This is an optimization exercise on Yosys and OpenROAD, whose aim is small area and a short achievable clock period, not a production implementation. In this exercise RTL edits were held to simulation tests only and were not proved equivalent to the original. Power and IR drop assume default switching activity.

job 319:
==> flow/design.v <==
module alu (
    input  logic [63:0] fwd,
    input  logic [63:0] opA,
    input  logic [63:0] opX,
    input  logic        fwdA,
    input  logic        selFp,
    input  logic        selFn,
    input  logic        selX,
    input  logic        arith,
    input  logic        andOp,
    input  logic        orrOp,
    input  logic        sub,
    output logic [63:0] result
);
  logic [63:0] a, b;
  logic [64:0] sum;
  assign a = fwdA ? fwd : opA;
  assign b = ({64{selFp}} & fwd) | ({64{selFn}} & ~fwd) | ({64{selX}} & opX);
  assign sum = {a, sub} + {b, sub};
  assign result = ({64{arith}} & sum[64:1]) | ({64{andOp}} & a & b) | ({64{orrOp}} & (a | b));
endmodule
module processor_arm #(
    parameter N = 64
) (
    input logic CLOCK_50,
    reset,
    output logic [N-1:0] DM_writeData,
    DM_addr,
    output logic DM_writeEnable,
    output logic DM_readEnable,
    input logic [N-1:0] DM_readData,
    output logic [N-1:0] IM_addr,
    input logic [31:0] IM_readData
);
  logic clk;
  assign clk = CLOCK_50;
  logic [63:2] pc;
  logic isLDUR, isSTUR, isCBZ, isMOVZ, isADD, isSUB, isAND, isORR;
  logic [23:21] opD;
  logic [20:0] fldD;
  logic [4:0] rmD;
  logic bypRawA, bypRawB;   
  logic [63:2] pcD;
  logic regWriteE, memReadE, memWriteE, branchE;
  logic fwdAE, fwdBE, selBFpE, selBFnE, selBXE, andE, orrE, subE, arithE;
  logic [4:0] rdE;
  logic [63:0] opAE, opBE, opXE;
  logic regWriteM, memReadM, memWriteM, takenM, loadWbM;
  logic [4:0] rdM;
  logic [63:0] aluM, wdM;
  logic [30:0][63:0] R;
  logic [30:0] valid;
  logic stall;
  always_ff @(posedge clk or posedge reset)
    if (reset) pc <= '0;
    else if (!stall) pc <= takenM ? aluM[63:2] : pc + 62'd1;
  assign IM_addr = {pc, 2'b00};
  logic [10:0] opF;
  logic isSTURF, isCBZF, isMOVZF;
  assign opF = IM_readData[31:21];
  assign isSTURF = opF == 11'b11111000000;
  assign isCBZF = opF[10:3] == 8'b10110100;
  assign isMOVZF = opF[10:2] == 9'b110100101;
  always_ff @(posedge clk or posedge reset)
    if (reset) begin
      isLDUR <= 1'b0;
      isSTUR <= 1'b0;
      isCBZ  <= 1'b0;
      isMOVZ <= 1'b0;
      isADD  <= 1'b0;
      isSUB  <= 1'b0;
      isAND  <= 1'b0;
      isORR  <= 1'b0;
    end else if (!stall) begin
      isLDUR <= opF == 11'b11111000010;
      isSTUR <= isSTURF;
      isCBZ  <= isCBZF;
      isMOVZ <= isMOVZF;
      isADD  <= opF == 11'b10001011000;
      isSUB  <= opF == 11'b11001011000;
      isAND  <= opF == 11'b10001010000;
      isORR  <= opF == 11'b10101010000;
    end
  logic [4:0] rnNext, rmNext;
  assign rnNext = stall ? fldD[9:5] : IM_readData[9:5];
  assign rmNext = stall ? rmD :
      (isSTURF || isCBZF || isMOVZF) ? IM_readData[4:0] : IM_readData[20:16];
  always_ff @(posedge clk)
    if (!stall) begin
      opD  <= IM_readData[23:21];
      fldD <= IM_readData[20:0];
      pcD  <= pc;
    end
  always_ff @(posedge clk) rmD <= rmNext;
  always_ff @(posedge clk or posedge reset)
    if (reset) begin
      bypRawA <= 1'b0;
      bypRawB <= 1'b0;
    end else begin
      bypRawA <= regWriteE && rdE != 5'd31 && rdE == rnNext;
      bypRawB <= regWriteE && rdE != 5'd31 && rdE == rmNext;
    end
  logic isR;
  assign isR = isADD | isSUB | isAND | isORR;
  logic [4:0] rnD, rdD;
  assign rnD = fldD[9:5];
  assign rdD = fldD[4:0];
  assign stall = memReadE && (rnD == rdE || rmD == rdE);
  logic [63:0] wbM;
  logic weRF;
  assign wbM  = loadWbM ? DM_readData : aluM;
  assign weRF = regWriteM && rdM != 5'd31;
  logic noRegA, bypA, bypB;
  logic [30:0] selA, selB;
  logic [63:0] rdA, rdB;
  logic [4:0] lowA, lowB;
  assign noRegA = isCBZ | isMOVZ;
  assign bypA = bypRawA && !noRegA;
  assign bypB = bypRawB;
  logic noRegNext;
  logic [30:0] validNext, selANext, selBNext;
  logic [4:0] lowANext, lowBNext;
  assign noRegNext = stall ? noRegA : (isCBZF || isMOVZF);
  for (genvar k = 0; k < 31; k++) begin : g_sel
    assign validNext[k] = valid[k] || (weRF && rdM == 5'(k));
    assign selANext[k]  = rnNext == 5'(k) && validNext[k] && !noRegNext;
    assign selBNext[k]  = rmNext == 5'(k) && validNext[k];
  end
  logic [31:0] validNext32;
  assign validNext32 = {1'b1, validNext};   
  assign lowANext = (!validNext32[rnNext] && !noRegNext) ? rnNext : 5'd0;
  assign lowBNext = !validNext32[rmNext] ? rmNext : 5'd0;
  always_ff @(posedge clk) begin
    selA <= selANext;
    selB <= selBNext;
    lowA <= lowANext;
    lowB <= lowBNext;
  end
  logic [63:0] treeA, treeB;
  always_comb begin
    treeA = {64{isCBZ}} & {pcD, 2'b00};
    treeB = '0;
    for (int k = 0; k < 31; k++) begin
      treeA = treeA | ({64{selA[k]}} & R[k]);
      treeB = treeB | ({64{selB[k]}} & R[k]);
    end
    treeA[4:0] = treeA[4:0] | lowA;
    treeB[4:0] = treeB[4:0] | lowB;
  end
  assign rdA = ({64{bypA && loadWbM}} & DM_readData) | ({64{bypA && !loadWbM}} & aluM) |
               ({64{!bypA}} & treeA);
  assign rdB = ({64{bypB && loadWbM}} & DM_readData) | ({64{bypB && !loadWbM}} & aluM) |
               ({64{!bypB}} & treeB);
  logic [63:0] immD;
  always_comb
    if (isMOVZ) immD = {48'd0, fldD[20:5]} << {opD[22:21], 4'd0};
    else if (isCBZ) immD = {{43{opD[23]}}, opD[23:21], fldD[20:5], 2'b00};
    else immD = {{55{fldD[20]}}, fldD[20:12]};
  always_ff @(posedge clk or posedge reset)
    if (reset) begin
      regWriteE <= 1'b0;
      memReadE  <= 1'b0;
      memWriteE <= 1'b0;
      branchE   <= 1'b0;
    end else begin
      regWriteE <= !stall && (isLDUR || isR || isMOVZ);
      memReadE  <= !stall && isLDUR;
      memWriteE <= !stall && isSTUR;
      branchE   <= !stall && isCBZ;
    end
  always_ff @(posedge clk) begin
    fwdAE   <= regWriteE && rdE != 5'd31 && rdE == rnD && !noRegA;
    fwdBE   <= regWriteE && rdE != 5'd31 && rdE == rmD;
    selBFpE <= (isADD || isAND || isORR) && regWriteE && rdE != 5'd31 && rdE == rmD;
    selBFnE <= isSUB && regWriteE && rdE != 5'd31 && rdE == rmD;
    selBXE  <= !(isR && regWriteE && rdE != 5'd31 && rdE == rmD);
    arithE  <= !(isAND || isORR);
    andE    <= isAND;
    orrE    <= isORR;
    subE    <= isSUB;
    rdE     <= rdD;
    opAE    <= rdA;
    opBE    <= rdB;
    opXE    <= isR ? (isSUB ? ~rdB : rdB) : immD;
  end
  logic [63:0] bfE, resE;
  assign bfE = fwdBE ? aluM : opBE;
  alu ALU (
      .fwd   (aluM),
      .opA   (opAE),
      .opX   (opXE),
      .fwdA  (fwdAE),
      .selFp (selBFpE),
      .selFn (selBFnE),
      .selX  (selBXE),
      .arith (arithE),
      .andOp (andE),
      .orrOp (orrE),
      .sub   (subE),
      .result(resE)
  );
  always_ff @(posedge clk or posedge reset)
    if (reset) begin
      regWriteM <= 1'b0;
      loadWbM   <= 1'b0;
      memReadM  <= 1'b0;
      memWriteM <= 1'b0;
      takenM    <= 1'b0;
    end else begin
      regWriteM <= regWriteE;
      loadWbM   <= memReadE && rdE != 5'd31;   
      memReadM  <= memReadE;
      memWriteM <= memWriteE;
      takenM    <= branchE && bfE == 64'd0;
    end
  always_ff @(posedge clk) begin
    rdM  <= rdE;
    aluM <= resE;
    wdM  <= bfE;
  end
  assign DM_addr = aluM;
  assign DM_writeData = wdM;
  assign DM_writeEnable = memWriteM;
  assign DM_readEnable = memReadM;
  for (genvar k = 0; k < 31; k++) begin : g_rf
    always_ff @(posedge clk) if (weRF && rdM == 5'(k)) R[k] <= wbM;
    always_ff @(posedge clk or posedge reset)
      if (reset) valid[k] <= 1'b0;
      else valid[k] <= validNext[k];
  end
endmodule
export LEC_CHECK = 0
export CAP_MARGIN = 30
export CORE_MARGIN = 2
export CORE_UTILIZATION = 45
export CTS_CLUSTER_DIAMETER = 100
export CTS_CLUSTER_SIZE = 20
export PLACE_DENSITY = 0.55
export SETUP_SLACK_MARGIN = 5
export SLEW_MARGIN = 40
create_clock -name core_clock -period 8.5 [get_ports {CLOCK_50}]
standard.sh (not shown) runs the stock make flow with config.mk's settings and CLKGATE_MAP_FILE= SYNTH_SCRIPT=/design/flow/synth_recipe.tcl, a recipe that flattens the netlist after the stock synthesis.
==> flow/flow/run.sh <==
#!/bin/bash
# Layout flow: the standard ORFS flow (standard.sh) with these changes:
#  - synthesis keeps the ALU (alu.sv, no registers) as its own module until the end,
#    maps it with ABC's delay-driven "map" (flow/abc_alu.script), and maps the rest with
#    flow/abc_top.script; the design is flattened afterwards as usual (synth_recipe.tcl),
#    so the registers are the standard synthesis's;
#  - input and output ports are buffered with buf_4;
#  - timing repair aims at a setup margin of 5.6 ns.
# ORFS writes each tool's log under orfs/logs; make's own output goes to flow.log.
set -euo pipefail
here=$(pwd)
rm -rf "$here/scripts_mod"
cp -r "$FLOW_HOME/scripts" "$here/scripts_mod"
python3 "$here/flow/patch_synth.py" "$here/scripts_mod/synth.tcl"
bash standard.sh \
  SCRIPTS_DIR="$here/scripts_mod" \
  SYNTH_HIERARCHICAL=1 \
  FAST_ABC_MODULES=alu \
  FAST_ABC_SCRIPT="$here/flow/abc_alu.script" \
  TOP_ABC_SCRIPT="$here/flow/abc_top.script" \
  BUFFER_PORTS_ARGS="-buffer_cell sky130_fd_sc_hd__buf_4" \
  SETUP_SLACK_MARGIN=5.6 \
  finish > "$here/flow.log" 2>&1
==> flow/flow/abc_alu.script <==
strash
dch
map -D 1000
buffer -c
topo
stime -c
upsize -c
dnsize -c
==> flow/flow/abc_top.script <==
&get -n
&st
&dch
&nf
&put
buffer -c
topo
stime -c
upsize -c
dnsize -c
==> flow/flow/patch_synth.py <==
# Patch ORFS synth.tcl (copy) so that the modules in FAST_ABC_MODULES are mapped with
# FAST_ABC_SCRIPT and the top module with TOP_ABC_SCRIPT, instead of one ABC run for all.
import sys
p = sys.argv[1]
s = open(p).read()
old = """  log_cmd abc {*}$abc_args
} else {"""
new = """  if { [env_var_exists_and_non_empty FAST_ABC_MODULES] } {
    set map_args [lrange $abc_args 2 end]
    foreach m $::env(FAST_ABC_MODULES) {
      log_cmd abc -script $::env(FAST_ABC_SCRIPT) {*}$map_args $m
    }
    log_cmd abc -script $::env(TOP_ABC_SCRIPT) {*}$map_args $::env(DESIGN_NAME)
  } else {
    log_cmd abc {*}$abc_args
  }
} else {"""
assert s.count(old) == 1
open(p, 'w').write(s.replace(old, new))
### job 319 -> job 8587
diff --git a/flow/flow/run.sh b/flow/flow/run.sh
--- a/flow/flow/run.sh
+++ b/flow/flow/run.sh
@@ -6,5 +6,5 @@
 #    so the registers are the standard synthesis's;
 #  - input and output ports are buffered with buf_4;
-#  - timing repair aims at a setup margin of 5.6 ns.
+#  - timing repair aims at a setup margin of 5.3 ns.
 # ORFS writes each tool's log under orfs/logs; make's own output goes to flow.log.
 set -euo pipefail
@@ -20,4 +20,4 @@
   TOP_ABC_SCRIPT="$here/flow/abc_top.script" \
   BUFFER_PORTS_ARGS="-buffer_cell sky130_fd_sc_hd__buf_4" \
-  SETUP_SLACK_MARGIN=5.6 \
+  SETUP_SLACK_MARGIN=5.3 \
   finish > "$here/flow.log" 2>&1
==> flow/flow/abc_top.script <==
&get -n
&st
&dch
&nf
&put
Findings:
Taking job 319 as the reference, in job 8587 synthesized area went down by 2300 sq um, cell count has decreased, core occupancy in the finished layout shows a reduction of 3.2 points.
Inputs modified between job 8587 and job 9141:
diff --git a/flow/flow/run.sh b/flow/flow/run.sh
--- a/flow/flow/run.sh
+++ b/flow/flow/run.sh
@@ -6,5 +6,5 @@
 #    so the registers are the standard synthesis's;
 #  - input and output ports are buffered with buf_4;
-#  - timing repair aims at a setup margin of 5.3 ns.
+#  - timing repair aims at a setup margin of 5.45 ns.
 # ORFS writes each tool's log under orfs/logs; make's own output goes to flow.log.
 set -euo pipefail
@@ -20,4 +20,4 @@
   TOP_ABC_SCRIPT="$here/flow/abc_top.script" \
   BUFFER_PORTS_ARGS="-buffer_cell sky130_fd_sc_hd__buf_4" \
-  SETUP_SLACK_MARGIN=5.3 \
+  SETUP_SLACK_MARGIN=5.45 \
   finish > "$here/flow.log" 2>&1
==> flow/flow/abc_top.script <==
&get -n
&st
&dch
&nf
&put
buffer -c
topo
stime -c
upsize -c
dnsize -c
--- outcome ---
Combinational share of power | job 9141 above job 8587
Total power: job 9141 vs job 8587 up about 0.8%
For first-iteration DRC count, dividing the value from job 9141 by the value from job 8587 gives 0.931.
Relative to job 8587, x dimension of the die has increased by 1.1% in job 9141.
Measured against each other, job 8587 and job 9141 differ in logic depth of the worst setup path including buffers, the higher figure coming from job 8587.
Compared to job 8587, job 9141 has number of instances in the synthesized netlist 584 higher.
Comparing job 8587 and job 9141, total global routing track utilization is lower on job 9141.
Lower post-layout net count goes to job 8587 over job 9141.

---

// processor_arm: RTL as listed in full above, without the edits since
export LEC_CHECK = 0
export CAP_MARGIN = 30
export CORE_MARGIN = 2
export CORE_UTILIZATION = 52
export CTS_CLUSTER_DIAMETER = 100
export CTS_CLUSTER_SIZE = 20
export PLACE_DENSITY = 0.62
export SETUP_SLACK_MARGIN = 5
export SLEW_MARGIN = 40
create_clock -name core_clock -period 8.5 [get_ports {CLOCK_50}]
==> flow/flow/run.sh <==
#!/bin/bash
# Layout flow: the standard ORFS flow (standard.sh) with these changes:
#  - synthesis keeps the ALU (alu.sv, no registers) as its own module until the end,
#    maps it with ABC's delay-driven "map" (flow/abc_alu.script), and maps the rest with
#    flow/abc_top.script; the design is flattened afterwards as usual (synth_recipe.tcl),
#    so the registers are the standard synthesis's;
#  - input and output ports are buffered with buf_4;
#  - timing repair aims at a setup margin of 5.3 ns.
# ORFS writes each tool's log under orfs/logs; make's own output goes to flow.log.
set -euo pipefail
here=$(pwd)
rm -rf "$here/scripts_mod"
cp -r "$FLOW_HOME/scripts" "$here/scripts_mod"
python3 "$here/flow/patch_synth.py" "$here/scripts_mod/synth.tcl"
bash standard.sh \
  SCRIPTS_DIR="$here/scripts_mod" \
  SYNTH_HIERARCHICAL=1 \
  FAST_ABC_MODULES=alu \
  FAST_ABC_SCRIPT="$here/flow/abc_alu.script" \
  TOP_ABC_SCRIPT="$here/flow/abc_top.script" \
  BUFFER_PORTS_ARGS="-buffer_cell sky130_fd_sc_hd__buf_4" \
  SETUP_SLACK_MARGIN=5.3 \
  finish > "$here/flow.log" 2>&1
==> flow/flow/abc_top.script <==
&get -n
&st
&dch
&nf
&put
buffer -c
topo
stime -c
upsize -c
dnsize -c
Scripts as last shown in full above: flow/flow/abc_alu.script, flow/flow/patch_synth.py
The starting point went through all stages and came out clean.
Change:
- CORE_UTILIZATION: 52 -> 45
- PLACE_DENSITY: 0.62 -> 0.55
- TNS_END_PERCENT: not set -> 20
Result: Routed wire length is higher by 2.1%; cell count rose by about 2.6%; via count came out lower by 2.2%; hold slack gets better by 5.1 ps; core utilization fell by 9.1 points; register-to-register slack loses 150 ps; final area fell by 2.2%; non-clock buffer count went down by 140; setup slack got worse by 150 ps; sequential share of layout area grows by 1.1 points; first-iteration DRC count came out lower by about 6%.
Change:
- CAP_MARGIN: 30 -> 20
- SLEW_MARGIN: 40 -> 20
- TNS_END_PERCENT: 20 -> not set
Effect:
- synthesized area is unchanged
- design area goes up by 2.0%
- routed wire length barely changes
Change:
--- a/flow/flow/run.sh
+++ b/flow/flow/run.sh
@@ -6,5 +6,5 @@
 #    so the registers are the standard synthesis's;
 #  - input and output ports are buffered with buf_4;
-#  - timing repair aims at a setup margin of 5.3 ns.
+#  - timing repair aims at a setup margin of 5.15 ns.
 # ORFS writes each tool's log under orfs/logs; make's own output goes to flow.log.
 set -euo pipefail
@@ -20,4 +20,4 @@
   TOP_ABC_SCRIPT="$here/flow/abc_top.script" \
   BUFFER_PORTS_ARGS="-buffer_cell sky130_fd_sc_hd__buf_4" \
-  SETUP_SLACK_MARGIN=5.3 \
+  SETUP_SLACK_MARGIN=5.15 \
   finish > "$here/flow.log" 2>&1
- CAP_MARGIN: 20 -> 30
- SLEW_MARGIN: 20 -> 40
Outcome: Final cell count decreases by 1.4%; wire length decreases by 1.6%; combinational power decreases by 13%.

[re-timing with driven ports]
The results above use ideal ports. As a check the final layouts listed here were re-extracted and re-timed, cells and wires unchanged.
Step 1: set_driving_cell puts a clkbuf_16 on CLOCK_50 and a buf_2 on each other input, an assumption about the parent block.
Step 2 moves the port delays by t, midway between the first and last clock arrival at a register: inputs arrive t later, outputs are due t later. That takes back most of the time a late clock gives input paths.
Three values: no drivers, after step 1, after step 2; two values: the first two.
run	t, ns	setup slack, ns	worst setup path after step 2	slew at the worst register clock pin (ns)	cell pins on the clock port's net
job 319	0.966	5.040 / 4.946 / 4.215	input to register	0.10 / 0.10	1
job 8587	0.973	5.018 / 5.018 / 4.130	input to register	0.10 / 0.10	1
job 9141	0.971	5.094 / 4.996 / 4.236	input to register	0.10 / 0.10	1
the first run of note 2	0.959	5.060 / 5.036 / 4.313	input to register	0.10 / 0.10	1
the second run of note 2	0.972	4.911 / 4.866 / 4.142	input to register	0.10 / 0.10	1
the third run of note 2	0.980	5.090 / 5.067 / 4.191	input to register	0.10 / 0.10	1
the fourth run of note 2	0.974	4.989 / 4.989 / 4.146	input to register	0.10 / 0.10	1
After both steps every run listed still meets setup and hold. For the third run of note 2, which loses most, drivers alone change the setup slack by -0.023 ns; drivers and shift together by -0.899 ns.
